From an optimization exercise on the open Yosys and OpenROAD flow, aimed at small area and a short achievable clock period; shortcuts taken in it are not production practice. Function was not checked in any run shown here: the RTL went through the layout flow alone.

==> flow/design.v, too long to show whole: its modules and the start of the top module <==
// module DCT: 3415 lines
// module dct_fa: 6 lines
// module dct_ha: 6 lines
// module dct_not: 5 lines
module DCT(clk,rst_n,ena,done,
  data_in0,data_in1,data_in2,data_in3,data_in4,data_in5,data_in6,data_in7,
  data_out0,data_out1,data_out2,data_out3,data_out4,data_out5,data_out6,data_out7);
  // ...
==> flow/run.sh <==
#!/bin/bash
# synth_recipe.tcl (not shown) runs the flow's synth.tcl, then flattens the netlist and writes it again
# the make line also repeats each setting of config.mk as NAME=value (left out here)
make -C /OpenROAD-flow-scripts/flow DESIGN_CONFIG=/design/flow/config.mk WORK_HOME=/design/flow/orfs CLKGATE_MAP_FILE= SYNTH_SCRIPT=/design/flow/synth_recipe.tcl finish
==> flow/config.mk <==
export PLATFORM = sky130hd
export DESIGN_NAME = DCT
export DESIGN_NICKNAME = DCT
export VERILOG_FILES = /design/flow/design.v
export SDC_FILE = /design/flow/constraint.sdc
export NUM_CORES = 4
export LEC_CHECK = 0
export CAP_MARGIN = 20
export CORE_MARGIN = 2
export CORE_UTILIZATION = 40
export SLEW_MARGIN = 20
export SYNTH_HIERARCHICAL = 1
export SYNTH_MINIMUM_KEEP_SIZE = 0
==> flow/constraint.sdc <==
create_clock -name core_clock -period 4.5 [get_ports {clk}]
set_input_delay 0.9000 -clock core_clock [delete_from_list [all_inputs] [get_ports {clk}]]
set_output_delay 0.9000 -clock core_clock [all_outputs]
set_load 0.01 [all_outputs]
==> impl_results.md, run 1 <==
- Crit path max fanout: 6
- Min-Delay Path Class: reg2reg
- Pre-Repair DR Iteration Count: 4
- Met2 Resource Use GR: 0.282
- Cell family with most CP delay: adder cells
- Grt peak-use layer: met2
- Via-to-Cell Ratio: roughly 4.7
- Clk sinks: between 400 and 500
- Outcome: timing/DRC/antenna clean
- Worst hold margin: 0.347 ns
- Max-cap violations: 0
- Residual DRC: 0
- Syn Inst Count: 2217
- Post-Route WL: about 57000 um
- Hold worst-path end: vld[2]$_DFF_PN0_
- GRT Overall Usage: 0.174
- Most common cell after layout, fill and taps aside: ha_1
- Reg-to-reg critical path endpoint: ryb4[10]$_DFF_P_
- First-pass GRT wire length: 93800 um
- R2r setup slk: between 0.4 and 0.5 ns
- Worst Path Arrival: 4.49 ns
- Met2 Wirelength: 27000 um
- Slew margin rel.: 0.296
- Tap cells: 873
- Mapped cell area: 26900 um2
- Worst Setup SP: ra_p1[1]$_DFF_P_
- Max Slew Vio Count: 0
- Levels on crit path: 12
- Wire length per cell: 17.1 um
- First-iteration detailed-routing DRC count: 605
- Largest family of logic cells by synthesized area: adder cells
- Antenna cells: 6
- Hold Path Stages: 0
- Seq cells: around 440
- Fillers: 5916
- Finished Cell Area: about 32000 um2
- Hold-fix buffers at CTS: 0
- Top-count cell post-synth: ha_1
- Commonest cells in the netlist: ha_1, dfxtp_1, fa_1
==> run 2: changes to the inputs <==
--- a/flow/design.v
+++ b/flow/design.v
@@ -1,20 +1,20 @@
 module DCT(clk,rst_n,ena,done,
   data_in0,data_in1,data_in2,data_in3,data_in4,data_in5,data_in6,data_in7,
   data_out0,data_out1,data_out2,data_out3,data_out4,data_out5,data_out6,data_out7);
 input clk,rst_n,ena;
 input signed [8:0] data_in0,data_in1,data_in2,data_in3,data_in4,data_in5,data_in6,data_in7;
 output signed [18:0] data_out0,data_out1,data_out2,data_out3,data_out4,data_out5,data_out6,data_out7;
 output done;
-reg [2:0] vld;
+reg [1:0] vld;
 always @(posedge clk or negedge rst_n)
   if (!rst_n) vld <= 0;
-  else vld <= {vld[1:0], ena};
-assign done = vld[2];
+  else vld <= {vld[0:0], ena};
+assign done = vld[1];
 wire [8:0] x0 = data_in0, x1 = data_in1, x2 = data_in2, x3 = data_in3;
 wire [8:0] x4 = data_in4, x5 = data_in5, x6 = data_in6, x7 = data_in7;
 wire s1, c2;
 dct_ha us1 (.a(x0[0]), .b(x7[0]), .s(s1), .co(c2));
 wire s3, c4;
 dct_ha us3 (.a(x0[1]), .b(x7[1]), .s(s3), .co(c4));
 wire s5, c6;
 dct_ha us5 (.a(x0[2]), .b(x7[2]), .s(s5), .co(c6));
@@ -3349,24 +3349,16 @@
 wire y6_q3016 = s2930 ^ y6_q2996;
 wire y6_q3017 = s2932 ^ y6_q2975;
 wire y6_q3018 = s2934 ^ y6_q2999;
 wire y6_q3019 = s2936 ^ y6_q2984;
 wire y6_q3020 = s2938 ^ y6_q3002;
 wire y6_q3021 = s2940 ^ y6_q2978;
 wire y6_q3022 = s2942 ^ y6_q3005;
 wire y6_q3023 = ~rya6[14] ^ y6_q2987;
-reg [15:0] ry0;
-reg [15:0] ry1;
-reg [14:0] ry2;
-reg [15:0] ry3;
-reg [15:0] ry4;
-reg [15:0] ry5;
-reg [14:0] ry6;
-reg [15:0] ry7;
 always @(posedge clk) begin
   ra_p0 <= {p0_q71, p0_q70, p0_q69, p0_q68, p0_q67, p0_q66, p0_q65, p0_q64, p0_q63, s1};
   ra_p1 <= {p1_q142, p1_q141, p1_q140, p1_q139, p1_q138, p1_q137, p1_q136, p1_q135, p1_q134, s72};
   ra_p2 <= {p2_q213, p2_q212, p2_q211, p2_q210, p2_q209, p2_q208, p2_q207, p2_q206, p2_q205, s143};
   ra_p3 <= {p3_q284, p3_q283, p3_q282, p3_q281, p3_q280, p3_q279, p3_q278, p3_q277, p3_q276, s214};
   ra_m0 <= {m0_q365, m0_q364, m0_q363, m0_q362, m0_q361, m0_q360, m0_q359, m0_q358, m0_q357, s286};
   ra_m1 <= {m1_q446, m1_q445, m1_q444, m1_q443, m1_q442, m1_q441, m1_q440, m1_q439, m1_q438, s367};
   ra_m2 <= {m2_q527, m2_q526, m2_q525, m2_q524, m2_q523, m2_q522, m2_q521, m2_q520, m2_q519, s448};
@@ -3382,40 +3374,32 @@
   rya0 <= {p03_q685, s1748, s1745, c1740, c1738, c1736, c1734, c1732, c1730, c1728, c1726, c1724, c1722, s1695, s609};
   ryb0 <= {c1749, c1746, c1743, s1742, s1739, s1737, s1735, s1733, s1731, s1729, s1727, s1725, s1723, s1721, s686};
   rya4 <= {c1890, s1889, s1886, c1881, c1878, c1875, c1872, c1869, c1866, c1863, c1860, c1857, c1854, c1852, s1815, s609};
   ryb4 <= {c1887, c1884, s1883, s1880, s1877, s1874, s1871, s1868, s1865, s1862, s1859, s1856, s1853, s1851, s686};
   rya2 <= {m03_q850, m03_q849, c1943, c1940, c1938, c1936, c1934, c1932, c1930, c1927, c1924, c1922, m12_q929, s764};
   ryb2 <= {m03_q849, c1945, s1944, s1942, s1939, s1937, s1935, s1933, s1931, s1929, s1926, s1923, s1921, s852};
   rya6 <= {c2015, s2014, s2011, c2007, c2004, c2002, c2000, c1998, c1996, c1994, c1992, c1990, c1988, m12_q929, s764};
   ryb6 <= {c2012, c2010, s2009, s2006, s2003, s2001, s1999, s1997, s1995, s1993, s1991, s1989, s1987, s852};
-  ry0 <= {y0_q2647, y0_q2662, y0_q2661, y0_q2660, y0_q2659, y0_q2658, y0_q2657, y0_q2656, y0_q2655, y0_q2654, y0_q2653, y0_q2652, y0_q2651, y0_q2650, y0_q2649, s2539};
-  ry1 <= {y1_q2124, y1_q2139, y1_q2138, y1_q2137, y1_q2136, y1_q2135, y1_q2134, y1_q2133, y1_q2132, y1_q2131, y1_q2130, y1_q2129, y1_q2128, y1_q2127, y1_q2126, s2016};
-  ry2 <= {y2_q2881, y2_q2913, y2_q2912, y2_q2911, y2_q2910, y2_q2909, y2_q2908, y2_q2907, y2_q2906, y2_q2905, y2_q2904, y2_q2903, y2_q2902, y2_q2901, s2808};
-  ry3 <= {y3_q2278, y3_q2277, y3_q2276, y3_q2275, y3_q2274, y3_q2273, y3_q2272, y3_q2271, y3_q2270, y3_q2269, y3_q2268, y3_q2267, y3_q2266, y3_q2265, y3_q2264, s2140};
-  ry4 <= {y4_q2805, y4_q2804, y4_q2803, y4_q2802, y4_q2801, y4_q2800, y4_q2799, y4_q2798, y4_q2797, y4_q2796, y4_q2795, y4_q2794, y4_q2793, y4_q2792, y4_q2791, s2665};
-  ry5 <= {y5_q2403, y5_q2402, y5_q2401, y5_q2400, y5_q2399, y5_q2398, y5_q2397, y5_q2396, y5_q2395, y5_q2394, y5_q2393, y5_q2392, y5_q2391, y5_q2390, y5_q2389, s2279};
-  ry6 <= {y6_q3023, y6_q3022, y6_q3021, y6_q3020, y6_q3019, y6_q3018, y6_q3017, y6_q3016, y6_q3015, y6_q3014, y6_q3013, y6_q3012, y6_q3011, y6_q3010, s2916};
-  ry7 <= {y7_q2538, y7_q2537, y7_q2536, y7_q2535, y7_q2534, y7_q2533, y7_q2532, y7_q2531, y7_q2530, y7_q2529, y7_q2528, y7_q2527, y7_q2526, y7_q2525, y7_q2524, s2404};
 end
-wire [15:0] yo0 = {~ry0[15], ry0[14], ry0[13], ry0[12], ry0[11], ry0[10], ry0[9], ry0[8], ry0[7], ry0[6], ry0[5], ry0[4], ry0[3], ry0[2], ry0[1], ry0[0]};
+wire [15:0] yo0 = {~y0_q2647, y0_q2662, y0_q2661, y0_q2660, y0_q2659, y0_q2658, y0_q2657, y0_q2656, y0_q2655, y0_q2654, y0_q2653, y0_q2652, y0_q2651, y0_q2650, y0_q2649, s2539};
 assign data_out0 = {{3{yo0[15]}}, yo0};
-wire [15:0] yo1 = {~ry1[15], ry1[14], ry1[13], ry1[12], ry1[11], ry1[10], ry1[9], ry1[8], ry1[7], ry1[6], ry1[5], ry1[4], ry1[3], ry1[2], ry1[1], ry1[0]};
+wire [15:0] yo1 = {~y1_q2124, y1_q2139, y1_q2138, y1_q2137, y1_q2136, y1_q2135, y1_q2134, y1_q2133, y1_q2132, y1_q2131, y1_q2130, y1_q2129, y1_q2128, y1_q2127, y1_q2126, s2016};
 assign data_out1 = {{3{yo1[15]}}, yo1};
-wire [15:0] yo2 = {~ry2[14], ry2[13], ry2[12], ry2[11], ry2[10], ry2[9], ry2[8], ry2[7], ry2[6], ry2[5], ry2[4], ry2[3], ry2[2], ry2[1], ry2[0], 1'b0};
+wire [15:0] yo2 = {~y2_q2881, y2_q2913, y2_q2912, y2_q2911, y2_q2910, y2_q2909, y2_q2908, y2_q2907, y2_q2906, y2_q2905, y2_q2904, y2_q2903, y2_q2902, y2_q2901, s2808, 1'b0};
 assign data_out2 = {{3{yo2[15]}}, yo2};
-wire [15:0] yo3 = {ry3[15], ry3[14], ry3[13], ry3[12], ry3[11], ry3[10], ry3[9], ry3[8], ry3[7], ry3[6], ry3[5], ry3[4], ry3[3], ry3[2], ry3[1], ry3[0]};
+wire [15:0] yo3 = {y3_q2278, y3_q2277, y3_q2276, y3_q2275, y3_q2274, y3_q2273, y3_q2272, y3_q2271, y3_q2270, y3_q2269, y3_q2268, y3_q2267, y3_q2266, y3_q2265, y3_q2264, s2140};
 assign data_out3 = {{3{yo3[15]}}, yo3};
-wire [15:0] yo4 = {ry4[15], ry4[14], ry4[13], ry4[12], ry4[11], ry4[10], ry4[9], ry4[8], ry4[7], ry4[6], ry4[5], ry4[4], ry4[3], ry4[2], ry4[1], ry4[0]};
+wire [15:0] yo4 = {y4_q2805, y4_q2804, y4_q2803, y4_q2802, y4_q2801, y4_q2800, y4_q2799, y4_q2798, y4_q2797, y4_q2796, y4_q2795, y4_q2794, y4_q2793, y4_q2792, y4_q2791, s2665};
 assign data_out4 = {{3{yo4[15]}}, yo4};
-wire [15:0] yo5 = {ry5[15], ry5[14], ry5[13], ry5[12], ry5[11], ry5[10], ry5[9], ry5[8], ry5[7], ry5[6], ry5[5], ry5[4], ry5[3], ry5[2], ry5[1], ry5[0]};
+wire [15:0] yo5 = {y5_q2403, y5_q2402, y5_q2401, y5_q2400, y5_q2399, y5_q2398, y5_q2397, y5_q2396, y5_q2395, y5_q2394, y5_q2393, y5_q2392, y5_q2391, y5_q2390, y5_q2389, s2279};
 assign data_out5 = {{3{yo5[15]}}, yo5};
-wire [15:0] yo6 = {ry6[14], ry6[13], ry6[12], ry6[11], ry6[10], ry6[9], ry6[8], ry6[7], ry6[6], ry6[5], ry6[4], ry6[3], ry6[2], ry6[1], ry6[0], 1'b0};
+wire [15:0] yo6 = {y6_q3023, y6_q3022, y6_q3021, y6_q3020, y6_q3019, y6_q3018, y6_q3017, y6_q3016, y6_q3015, y6_q3014, y6_q3013, y6_q3012, y6_q3011, y6_q3010, s2916, 1'b0};
 assign data_out6 = {{3{yo6[15]}}, yo6};
-wire [15:0] yo7 = {ry7[15], ry7[14], ry7[13], ry7[12], ry7[11], ry7[10], ry7[9], ry7[8], ry7[7], ry7[6], ry7[5], ry7[4], ry7[3], ry7[2], ry7[1], ry7[0]};
+wire [15:0] yo7 = {y7_q2538, y7_q2537, y7_q2536, y7_q2535, y7_q2534, y7_q2533, y7_q2532, y7_q2531, y7_q2530, y7_q2529, y7_q2528, y7_q2527, y7_q2526, y7_q2525, y7_q2524, s2404};
 assign data_out7 = {{3{yo7[15]}}, yo7};
 endmodule
 module dct_fa(a, b, c, s, co);
 input a, b, c;
 output s, co;
 assign s = a ^ b ^ c;
 assign co = (a & b) | (a & c) | (b & c);
 endmodule
==> run 2 against run 1 <==
Effect of this change:
- still clean
- critical path depth fell by 1
- worst setup slack got worse by 0.30 ns
- count of clock-buffer cells in the layout down 17
- global-route usage grew 0.92 points
- highest routed layer unchanged
==> impl_results.md, run 2 <==
- Outcome: timing/DRC/antenna clean
- Final core occ: 0.465
- R2r startpoint: ra_p0[1]$_DFF_P_
- Min-Delay Path Class: reg2reg
- Critical path's largest stage delay: 0.57 ns
- Critical path buffers and inverters: 2
- Synth Area per Inst: 11.5 um2
- H-tree depth: 2
- Crit path cell chain: ha_1 > ha_1 > o211ai_1 > a21oi_2 > o31ai_2 > o211ai_1 > buf_4 > ha_1 > nor2_1 > xnor2_1 > clkdlybuf4s50_1
- Detailed placement HPWL: 46000 um
- GRT Overall Usage: 0.183 (+0.00924)
- Share of the synthesized area in the top cell type: 0.297
- Top-count cell post-synth: ha_1
- ANT nets after route: 0
- Core ar.: 61700 um2
- Hold Path Stages: 0 (unchanged)
- Pre-Repair DR Iteration Count: 5 (+1)
- Largest net degree at the start of global routing: 13
- Hold-fix buffers at CTS: 0 (unchanged)
- Clock skew: 0.0211 ns
- DR vias: around 15000
- Most common cell after layout, fill and taps aside: ha_1
- Most used cell along the critical path: ha_1
- First-pass GRT wire length: 89700 um (-4.3%)
- Final TNS setup: 0 ns
- Placed Cells incl. Taps: 3094
- Die H: about 250 um
- R2r setup slk: 0.50 ns (about the same)
- Syn Inst Count: 2166 (-2.3%)
- Reg2reg path depth: 14
- Tmin final: roughly 4.3 ns
- Slowest cell on the critical path: clkdlybuf4s50_1
- Max Slew Vio Count: 0 (unchanged)
- Area grow syn2layout: 15.1%
- Initial Util: 0.404
- Cell Area, Placed: between 20000 and 30000 um2
- Reg-to-reg critical path endpoint: ryb0[10]$_DFF_P_
- Port Buf Inserts: 225
- Least-Margin Pin Slew: 1.07 ns
- Nets: 3195
- Mapped cell area: 25000 um2 (-7.3%)
- Worst Path Required: 3.60 ns
- # IOs: 228
- Synth Register Bits: roughly 320
- Slew margin rel.: 0.279 (-0.0168)
- Worst hold margin: 0.359 ns (+0.0126 ns)
- F_max: 232 MHz
- Via-to-Cell Ratio: 4.70 (+0.33%)
- Worst Path Arrival: 3.42 ns (-1.07 ns)
- Max-cap violations: 0 (unchanged)
- Part of the cycle the worst path needs: 0.959
- Site Rows: roughly 90
- Global route overflow: 0
- Top_reg_cell synth: dfxtp_1
- Synth Warn #: 7
- Asr flop ratio synth: 0.00631
- Reg clk slew, reported paths: about 0.06 ns
- Startpoint type of the worst setup path: flop
- First-iteration detailed-routing DRC count: 561 (-7.3%)
- WS Path Type: reg2out
- Vias in the first global route: about 17000
- Finished Cell Area: 28700 um2 (-9.4%)
- Post-Layout Cell Count: 3173
- CTS tree: yes
- RSZ-0062 raised after global routing: yes
- Final hold viol count: 0
- HP Start: vld[0]$_DFF_PN0_
- Number of flops mapped to enable cells by yosys: 0
- Fillers: 5719 (-3.3%)
- Wire length per cell: 17.5 um (+2.4%)
- GPL Wtd Cong: 0.820
- TritonCTS buffer count: 40
- Chip width: 254 um
- Final setup viols: 0
- Dpl ws: 0.268 ns
- Synth area leaders: fa_1, dfxtp_1, ha_1
- Crit path max fanout: 2 (-4)
- Final worst slack: 0.184 ns
- Sequential-to-total area share from yosys stat: 0.255
- Residual DRC: 0 (unchanged)
- Clock latency (worst-skew pair): 0.57 ns
- Clk Tree Root Cell: clkbuf_16
- Cell family with most CP delay: compound AO/OA/AOI/OAI gates
- Hold worst-path end: vld[1]$_DFF_PN0_
- Clk sinks: 317 (-29%)
- Initial antenna violation count: 6
- Die area: between 60000 and 70000 um2
- Setup crit end kind: primary output
- CTS Buffer Depth: 3
- Commonest cells in the netlist: ha_1, fa_1, dfxtp_1
- Layout cell share with drive strength beyond 1: 0.0591
- Biggest area consumer among synthesized cells: fa_1
- Most frequent cells in the layout: ha_1, fa_1, dfxtp_1
- Post-Route WL: 55600 um (-3.2%)
- Netlist cell types: 38
## run 2: cell count changes in the layout (fill, tap and decap cells not counted), moves of 4 or more
cell             delta
a21oi_2             +4
bufinv_16           -4
diode_2             -4
clkbuf_8            -7
dfxtp_1           -126
clkbuf_16          -11
dlygate4sd2_1      +16
dlymetal6s2s_1      +5
buf_4               +9
clkdlybuf4s50_1    -21
a21oi_1             -5
## run 2: Yosys stat by module (local to each module, per instance)
module	cell area, um2	copies in the design	cells	flip-flops and latches
DCT	12400	1	1177	317
dct_fa	20.0	370	1	0
dct_ha	12.5	324	1	0
dct_not	3.75	295	1	0
## run 2: worst reg2reg max path, delay by kind of cell (launching register included)
kind | cells | cell delay, ns
XOR/XNOR | 1 | 0.80
flip-flops | 1 | 0.32
adder cells (fa/ha/maj) | 6 | 2.05
buffers and inverters | 2 | 0.22
AO/OA/AOI/OAI | 1 | 0.09
AND/OR/NAND/NOR | 4 | 0.40
## run 2: logic make-up (layout without fill, tap and decap cells)
family	after synthesis	count (layout)	share of synthesized area
multiplexers	5	5	0.00221
buffers and inverters	456	623	0.0910
adder cells (fa/ha/maj)	816	816	0.520
flip-flops	317	317	0.255
AND/OR/NAND/NOR	285	285	0.0496
other	1	4	0.000150
AO/OA/AOI/OAI	186	186	0.0467
XOR/XNOR	100	100	0.0351
## run 2: worst max path at each step
stage / cells past startpoint / endpoint / start / slack, ns
2_1_floorplan: 12 / ryb4[9]$_DFF_P_ / ra_p1[1]$_DFF_P_ / 1.0
3_3_place_gp: 11 / data_out5[15] / rya5[1]$_DFF_P_ / 0.26
3_5_place_dp: 11 / data_out5[15] / rya5[1]$_DFF_P_ / 0.27
4_1_cts: 10 / data_out0[16] / rya0[1]$_DFF_P_ / 0.03
5_1_grt: 11 / data_out7[16] / rya7[1]$_DFF_P_ / -0.04
6_report: 11 / data_out0[13] / rya0[1]$_DFF_P_ / 0.18
## run 2: what timing repair did
action                     CTS  global route
resized for setup           28            12
setup buffers                4             1
pin swaps                    8             8
setup endpoints to repair   24            19
## run 2: cell type report
class | count | area, um2 | share of cell area
multi-input combinational | 1394 | 16400 | 0.572
sequential | 317 | 6360 | 0.221
timing repair buffer | 244 | 2390 | 0.0831
inverter | 307 | 1150 | 0.0401
clock buffer | 56 | 1120 | 0.0390
tap | 837 | 1050 | 0.0365
clock inverter | 16 | 216 | 0.00754
antenna | 2 | 5.00 | 0.000174
## run 2: routing by layer
layer	track usage	vias to the layer above	routed length, um
met2	0.299	303	25900
met3	0.0356	83	3000
met4	0.0445	4	1170
met5	0	-	24
li1	-	7106	-
met1	0.250	7427	25500
==> run 3: changes to the inputs <==
--- a/flow/config.mk
+++ b/flow/config.mk
@@ -10,2 +10,3 @@
 export CORE_UTILIZATION = 40
+export SETUP_SLACK_MARGIN = 1.0
 export SLEW_MARGIN = 20
==> run 3 against run 2 <==
Effect of this change:
- register-to-register slack gained 0.57 ns
- worst hold slack improved by 0.0026 ns
- count of clock-buffer cells in the layout is 4 higher
- die area is the same
- design area is 8.9% higher
- highest routed layer unchanged
==> impl_results.md, run 3 <==
- Outcome: timing/DRC/antenna clean
- Netlist cell types: 38 (unchanged)
- Clock skew: 0.0288 ns (+0.00768 ns)
- Max Slew Vio Count: 0 (unchanged)
- Reg-to-reg critical path endpoint: ryb0[10]$_DFF_P_
- Wire length per cell: 17.8 um (+1.6%)
- Initial Util: 0.404 (unchanged)
- Clk sinks: 317 (unchanged)
- Worst Path Required: 3.60 ns (about the same)
- Min-Delay Path Class: reg2reg
- R2r startpoint: ra_p2[1]$_DFF_P_
- Synth Register Bits: 317 (unchanged)
- TritonCTS buffer count: 39 (-2.5%)
- Residual DRC: 0 (unchanged)
- Mapped cell area: 25000 um2 (unchanged)
- DR vias: 15300 (+2.8%)
- Most frequent cells in the layout: ha_1, fa_1, inv_1
- Area grow syn2layout: 25.3%
- Slew margin rel.: 0.413 (+0.134)
- Biggest area consumer among synthesized cells: fa_1
- Sequential cell area: 6390 um2 (+0.49%)
- Site Rows: 91 (unchanged)
- First-iteration detailed-routing DRC count: 511 (-8.9%)
- Syn Inst Count: 2166 (unchanged)
- Hold Path Stages: 0 (unchanged)
- Part of the cycle the worst path needs: 0.919 (-0.0396)
- Chip width: 254 um (unchanged)
- Final hold viol count: 0 (unchanged)
- Detailed placement HPWL: 45700 um (-0.68%)
- H-tree depth: 2 (unchanged)
- Reg2reg path depth: 13 (-1)
- Initial antenna violation count: 4 (-2)
- GRT Overall Usage: 0.187 (+0.00452)
- Startpoint type of the worst setup path: flop
- Tmin final: 4.14 ns (-0.178 ns)
- Footprint of the multi-input gates: 18400 um2 (+12%)
- First-pass GRT wire length: 92000 um (+2.6%)
- Synth Area per Inst: 11.5 um2 (unchanged)
- Top-count cell post-synth: ha_1
- Asr flop ratio synth: 0.00631 (unchanged)
- Hold-fix buffers at CTS: 0 (unchanged)
- HP Start: vld[0]$_DFF_PN0_
- Worst Path Arrival: 3.24 ns (-0.18 ns)
- Core ar.: 61700 um2 (unchanged)
- Fillers: 5433 (-5.0%)
- Global route overflow: 0 (unchanged)
- R2r setup slk: 1.07 ns (+0.57 ns)
- Number of flops mapped to enable cells by yosys: 0 (unchanged)
- Vias in the first global route: 17000 (+1.9%)
- Setup crit end kind: primary output
- Port Buf Inserts: 225 (unchanged)
- Top_reg_cell synth: dfxtp_1
- Largest net degree at the start of global routing: 12 (-1)
- WS Path Type: reg2out
- Worst Setup SP: rya7[1]$_DFF_P_
- Post-Route WL: 58000 um (+4.3%)
- Synth area leaders: fa_1, dfxtp_1, ha_1
- Final TNS setup: 0 ns (unchanged)
- Synth Warn #: 7 (unchanged)
- Crit path max fanout: 2 (unchanged)
- CTS Buffer Depth: 3 (unchanged)
- Placed Cells incl. Taps: 3092 (-0.065%)
- Clk Tree Root Cell: clkbuf_16
- Via-to-Cell Ratio: 4.71 (+0.19%)
- Layout cell share with drive strength beyond 1: 0.236 (+0.177)
- Clock latency (worst-skew pair): 0.57 ns (about the same)
- ANT nets after route: 0 (unchanged)
- Worst Setup EP: data_out7[18]
- Pre-Repair DR Iteration Count: 5 (unchanged)
- Die H: 254 um (unchanged)
- Commonest cells in the netlist: ha_1, fa_1, dfxtp_1
- Die area: 64400 um2 (unchanged)
- RSZ-0062 raised after global routing: yes
- # IOs: 228 (unchanged)
- Post-Layout Cell Count: 3257 (+2.6%)
- Most common cell after layout, fill and taps aside: ha_1
- CTS tree: yes
- Max-cap violations: 0 (unchanged)
- F_max: 242 MHz (+4.3%)
- Sequential-to-total area share from yosys stat: 0.255 (unchanged)
- Nets: 3281 (+2.7%)
- Reg clk slew, reported paths: 0.06 ns (about the same)
- Final setup viols: 0 (unchanged)
- GPL Wtd Cong: 0.844 (+2.9%)
- Share of the synthesized area in the top cell type: 0.297 (unchanged)
- Least-Margin Pin Slew: 0.879 ns (-0.195 ns)
run 3: routing by layer:
layer	routed length [um]	share of wire	track usage	vias up
li1	-	-	-	7289
met1	26900	0.46	0.259	7678
met2	27200	0.47	0.306	297
met3	2580	0.045	0.0326	79
met4	1290	0.022	0.0457	4
met5	23	0.00040	0	-
run 3: Yosys stat by module, one instance, submodules excluded:
| module | flops+latches | times used |
|---|---|---|
| dct_not | 0 | 295 |
| dct_fa | 0 | 370 |
| dct_ha | 0 | 324 |
| DCT | 317 | 1 |
run 3: cells by family (layout without fill, tap and decap cells):
group | Yosys count | count (layout) | share of synthesized area
other cells | 1 | 3 | 0.000150
xor+xnor | 100 | 100 | 0.0351
compound gates | 186 | 186 | 0.0467
buf+inv | 456 | 708 | 0.0910
fa+ha+maj | 816 | 816 | 0.520
simple gates | 285 | 285 | 0.0496
mux | 5 | 5 | 0.00221
flops | 317 | 317 | 0.255
run 3: worst max-delay path: stages (launching register included):
cell,delay [ns]
dfxtp_2,0.32
ha_4,0.24
ha_4,0.15
o211ai_1,0.27
a21oi_2,0.12
o31ai_2,0.28
o211ai_1,0.26
o31a_1,0.31
ha_2,0.18
nor2_2,0.09
xor2_1,0.21
buf_4,0.16
buf_6,0.09
run 3: final cells by class:
| class | instances | area share |
|---|---|---|
| clock inverter | 10 | 0.00448 |
| clock buffer | 60 | 0.0376 |
| inverter | 307 | 0.0369 |
| antenna | 1 | 0.0000800 |
| tap | 837 | 0.0335 |
| sequential | 317 | 0.204 |
| timing repair buffer | 331 | 0.0965 |
| multi-input combinational | 1394 | 0.587 |
run 3: how the worst min path moves through the flow:
| stage | slack, ns | to |
|---|---|---|
| floorplan | 0.33 | vld[1]$_DFF_PN0_ |
| global placement | 0.34 | vld[1]$_DFF_PN0_ |
| detailed placement | 0.34 | vld[1]$_DFF_PN0_ |
| CTS | 0.36 | vld[1]$_DFF_PN0_ |
| global route | 0.38 | vld[1]$_DFF_PN0_ |
| finish | 0.36 | vld[1]$_DFF_PN0_ |
run 3: timing repair:
| action | CTS | global route |
|---|---|---|
| setup buffers | 53 | 41 |
| endpoints found under the hold margin | 0 | 0 |
| endpoints found under the setup margin | 173 | 162 |
| resized for setup | 694 | 231 |
| pin swaps | 147 | 170 |
| gates cloned | 0 | 0 |
run 3: through the flow:
| step | utilization | hold slack (ns) | setup slack [ns] | area, um2 |
|---|---|---|---|---|
| 2_1_floorplan | - | 0.331 | 1.00 | 25000 |
| 3_3_place_gp | 0.441 | 0.343 | 0.264 | 27200 |
| 3_5_place_dp | 0.441 | 0.337 | 0.222 | 27200 |
| 4_1_cts | 0.486 | 0.364 | 0.312 | 30000 |
| 5_1_grt | 0.507 | 0.375 | 0.180 | 31300 |
| 6_report | 0.507 | 0.362 | 0.363 | 31300 |

## afterwards: timing with drivers on the ports
In the flow no input, the clock included, has a driving cell. The finished layouts below were timed again as built, in two steps.
Step 1 (the two cells are an assumption about what drives the block):
set clk [get_ports {clk}]
set_driving_cell -lib_cell sky130_fd_sc_hd__clkbuf_16 $clk
set_driving_cell -lib_cell sky130_fd_sc_hd__buf_2 [delete_from_list [all_inputs] $clk]
Step 2 adds t to the input delays and takes it off the output delays; t is the mean of the earliest and latest rising clock arrival at the registers after step 1. Input paths then give back, and output paths get back, about the clock's delay inside the block.
Three values: ideal, step 1, step 2; two values: the first two.
run	t (ns)	slack for setup (ns)	hold WS [ns]	slew at the worst register clock pin (ns)	worst slew at a driven data input, ns
run 1	0.659	0.488 / 0.488 / 0.488	0.347 / 0.347 / 0.347	0.06 / 0.06	0.13
run 2	0.619	0.184 / 0.128 / 0.500	0.359 / 0.359 / 0.359	0.06 / 0.06	0.13
run 3	0.609	0.363 / 0.306 / 0.763	0.362 / 0.362 / 0.362	0.06 / 0.06	0.10
After both steps setup and hold are still met in every run listed.
